Source: an optimization exercise on an open RTL-to-GDS flow (aim: small area). Production flows keep margins and buffers that such runs may drop.
Only simulation tests tie the RTL to the original design; equivalence was not proved.
Power is estimated from default activity; no workload was simulated.

// FreqMod
module FreqMod(
    input signed [17:0] audio_in,
    input ready,
    input clock,
    input reset,
    input [9:0] controls,
    output wire signed [17:0] audio_out,
    output reg [7:0] freq1,
    output reg [7:0] freq2,
    output reg [7:0] freq3,
    output reg [7:0] freq4,
    output reg [7:0] freq5,
    output reg [7:0] freq6,
    output reg [7:0] freq7,
    output reg [4:0] weight1,
    output reg [4:0] weight2,
    output reg [4:0] weight3,
    output reg [4:0] weight4,
    output reg [4:0] weight5,
    output reg [4:0] weight6,
    output reg [4:0] weight7
    );
Size: about 2300 cells after synthesis, roughly 760 flip-flops, about 0.024 mm^2 of cells after synthesis.
Settings: LEC_CHECK=0, ABC_AREA=1, CAP_MARGIN=20, CORE_MARGIN=2, CORE_UTILIZATION=40, CTS_CLUSTER_DIAMETER=150, CTS_CLUSTER_SIZE=24, SLEW_MARGIN=20; clock period 20.0 ns.
standard.sh (not shown) runs the stock make flow with config.mk's settings and CLKGATE_MAP_FILE= SYNTH_SCRIPT=/design/flow/synth_recipe.tcl, a recipe that flattens the netlist after the stock synthesis.
==> flow/flow/run.sh <==
#!/bin/bash
# The standard layout (standard.sh), except that the input and output port
# buffers use the smallest buffer cell (buf_1) instead of the default choice.
set -euo pipefail
export BUFFER_PORTS_ARGS="-buffer_cell sky130_fd_sc_hd__buf_1"
bash standard.sh > standard.log 2>&1
The first run finished clean.
Rerun with:
==> flow/run.sh (new file) <==
#!/bin/bash
# synth_recipe.tcl (not shown) runs the flow's synth.tcl, then flattens the netlist and writes it again
# the make line also repeats each setting of config.mk as NAME=value (left out here)
make -C /OpenROAD-flow-scripts/flow DESIGN_CONFIG=/design/flow/config.mk WORK_HOME=/design/flow/orfs CLKGATE_MAP_FILE= SYNTH_SCRIPT=/design/flow/synth_recipe.tcl finish
removed: flow/flow/run.sh
removed: flow/standard.sh
Count of clock-buffer cells in the layout goes up by 3.
Die area does not change.
Clock skew goes down by 0.0093 ns.
Rerun with:
CTS_CLUSTER_DIAMETER = 100   (was 150)
CTS_CLUSTER_SIZE = 30   (was 24)
The changed run completed with no timing, DRC or antenna violations.
Worst setup slack is better by 0.065 ns.
Power fell by 2.2%.
Routed wire length fell by 0.46%.
Critical path depth stays the same.
Global-route usage is lower by 0.12 points.
Synthesized area is unchanged.

---

Another version of the RTL of FreqMod (not shown whole).
Size: about 1800 cells after synthesis, about 750 flip-flops, ~140 I/O pins.
export LEC_CHECK = 0
export ABC_AREA = 1
export CAP_MARGIN = 0
export CORE_MARGIN = 2
export CORE_UTILIZATION = 40
export SLEW_MARGIN = 0
create_clock -name core_clock -period 20.0 [get_ports {clock}]
==> flow/flow/run.sh <==
#!/bin/bash
# The standard layout (standard.sh) with three changes:
#  - synthesis maps logic with an area-oriented ABC script (flow/abc_area.script,
#    used in place of ORFS's scripts/abc_area.script; every other script is ORFS's own);
#  - the input and output port buffers use the smallest buffer cell (buf_1);
#  - clock tree synthesis clusters up to 28 sinks and inserts no dummy loads.
set -euo pipefail
here=$(pwd)
rm -rf "$here/orfs_scripts"
cp -r "$FLOW_HOME/scripts" "$here/orfs_scripts"
cp "$here/flow/abc_area.script" "$here/orfs_scripts/abc_area.script"
export SCRIPTS_DIR="$here/orfs_scripts"
export BUFFER_PORTS_ARGS="-buffer_cell sky130_fd_sc_hd__buf_1"
export CTS_ARGS="-sink_clustering_enable -repair_clock_nets -sink_clustering_size 28 -sink_clustering_max_diameter 100 -dont_use_dummy_load"
bash standard.sh > standard.log 2>&1
==> flow/flow/abc_area.script <==
strash
dc2
dch -f
map -a
strash
dch -f
amap
topo
dnsize -c
Rerun with:
--- a/flow/flow/run.sh
+++ b/flow/flow/run.sh
@@ -14 +14 @@
-export CTS_ARGS="-sink_clustering_enable -repair_clock_nets -sink_clustering_size 28 -sink_clustering_max_diameter 100 -dont_use_dummy_load"
+export CTS_ARGS="-sink_clustering_enable -repair_clock_nets -sink_clustering_size 32 -sink_clustering_max_diameter 80 -dont_use_dummy_load"
Result: Critical path depth stays the same; final area hardly moves; first-iteration DRC count came out lower slightly; routed wire length went up slightly; via count rose slightly; core utilization barely changes.

---

FreqMod, a different RTL version from the one above (not shown whole).
Size in the first run: roughly 1800 cells after synthesis, roughly 750 flip-flops, about 0.022 mm^2 of cells after synthesis.
clock: 20.0 ns
lec_check: 0
abc_area: 1
cap_margin: 0
core_margin: 2
core_utilization: 60
slew_margin: 0
==> flow/flow/run.sh <==
#!/bin/bash
# The standard layout (standard.sh) with three changes:
#  - synthesis maps logic with an area-oriented ABC script (flow/abc_area.script,
#    used in place of ORFS's scripts/abc_area.script; every other script is ORFS's own);
#  - the input and output port buffers use the smallest buffer cell (buf_1);
#  - clock tree synthesis uses clkbuf_8, clusters up to 16 sinks, inserts no dummy loads.
set -euo pipefail
here=$(pwd)
rm -rf "$here/orfs_scripts"
cp -r "$FLOW_HOME/scripts" "$here/orfs_scripts"
cp "$here/flow/abc_area.script" "$here/orfs_scripts/abc_area.script"
export SCRIPTS_DIR="$here/orfs_scripts"
export BUFFER_PORTS_ARGS="-buffer_cell sky130_fd_sc_hd__buf_1"
export CTS_ARGS="-sink_clustering_enable -repair_clock_nets -sink_clustering_size 14 -sink_clustering_max_diameter 80 -dont_use_dummy_load -buf_list sky130_fd_sc_hd__clkbuf_8"
bash standard.sh > standard.log 2>&1
Scripts as last shown in full above: flow/flow/abc_area.script
Next try:
--- a/flow/flow/run.sh
+++ b/flow/flow/run.sh
@@ -12,4 +12,4 @@
 export SCRIPTS_DIR="$here/orfs_scripts"
 export BUFFER_PORTS_ARGS="-buffer_cell sky130_fd_sc_hd__buf_1"
-export CTS_ARGS="-sink_clustering_enable -repair_clock_nets -sink_clustering_size 14 -sink_clustering_max_diameter 80 -dont_use_dummy_load -buf_list sky130_fd_sc_hd__clkbuf_8"
+export CTS_ARGS="-sink_clustering_enable -repair_clock_nets -sink_clustering_size 16 -sink_clustering_max_diameter 100 -dont_use_dummy_load -buf_list sky130_fd_sc_hd__clkbuf_8"
 bash standard.sh > standard.log 2>&1
CORE_UTILIZATION = 40   (was 60)
Effect: Wire length is higher by a few percent. Combinational power is higher slightly. Cell count is higher by roughly a tenth. Sequential share of layout area is lower by 0.66 points. Utilization is lower by 22 points. Global-route usage is lower by 7.5 points. Die area is higher by well over a third. First-iteration DRC count is lower by roughly a tenth. Total power is lower slightly.
Next try:
CORE_UTILIZATION = 70   (was 40)
The new run completed without violations.
Combinational power goes up by 7.0%.
Final area goes down by 1.8%.
Synthesized area stays the same.
Routed wire length goes up by 7.8%.
Next try:
CORE_UTILIZATION = 60   (was 70)
What happened: The new run finished with timing, DRC and antenna clean; synthesized cell count is unchanged; power drops by 1.8%; die area increases by 16%; hold slack improves by 0.030 ns; design area came out higher by 0.34%.

[what the ideal ports hide]
The flow's constraints put no driver on any port. The routed layouts listed below were extracted and timed again, unchanged, in two steps. Step 1, drivers: a clkbuf_16 drives clock and a buf_2 each remaining input, both assumed. Step 2, shift: input delay + t, output delay - t, t = (earliest + latest rising clock arrival at the registers) / 2. This alone moves slack from input paths to output paths. a / b / c = no drivers / after step 1 / after step 2; a / b = the first two.
run	shift t [ns]	setup WS [ns]	pins driven straight from the clock port
the first run of note 1	0.639	1.728 / 1.768 / 1.129	1
the second run of note 1	0.635	1.741 / 1.779 / 1.144	1
the third run of note 1	0.689	1.807 / 1.843 / 1.154	1
the first run of note 2	0.602	1.620 / 1.620 / 1.615	1
the second run of note 2	0.604	1.641 / 1.641 / 1.601	1
the first run of note 3	0.690	1.333 / 1.363 / 0.673	1
the second run of note 3	0.693	1.431 / 1.465 / 0.772	1
the third run of note 3	0.646	0.980 / 1.010 / 0.364	1
the fourth run of note 3	0.684	1.280 / 1.310 / 0.626	1
After both steps setup and hold are still met in every run listed. For the first run of note 3, which loses most, drivers alone change the setup slack by +0.030 ns; drivers and shift together by -0.660 ns.
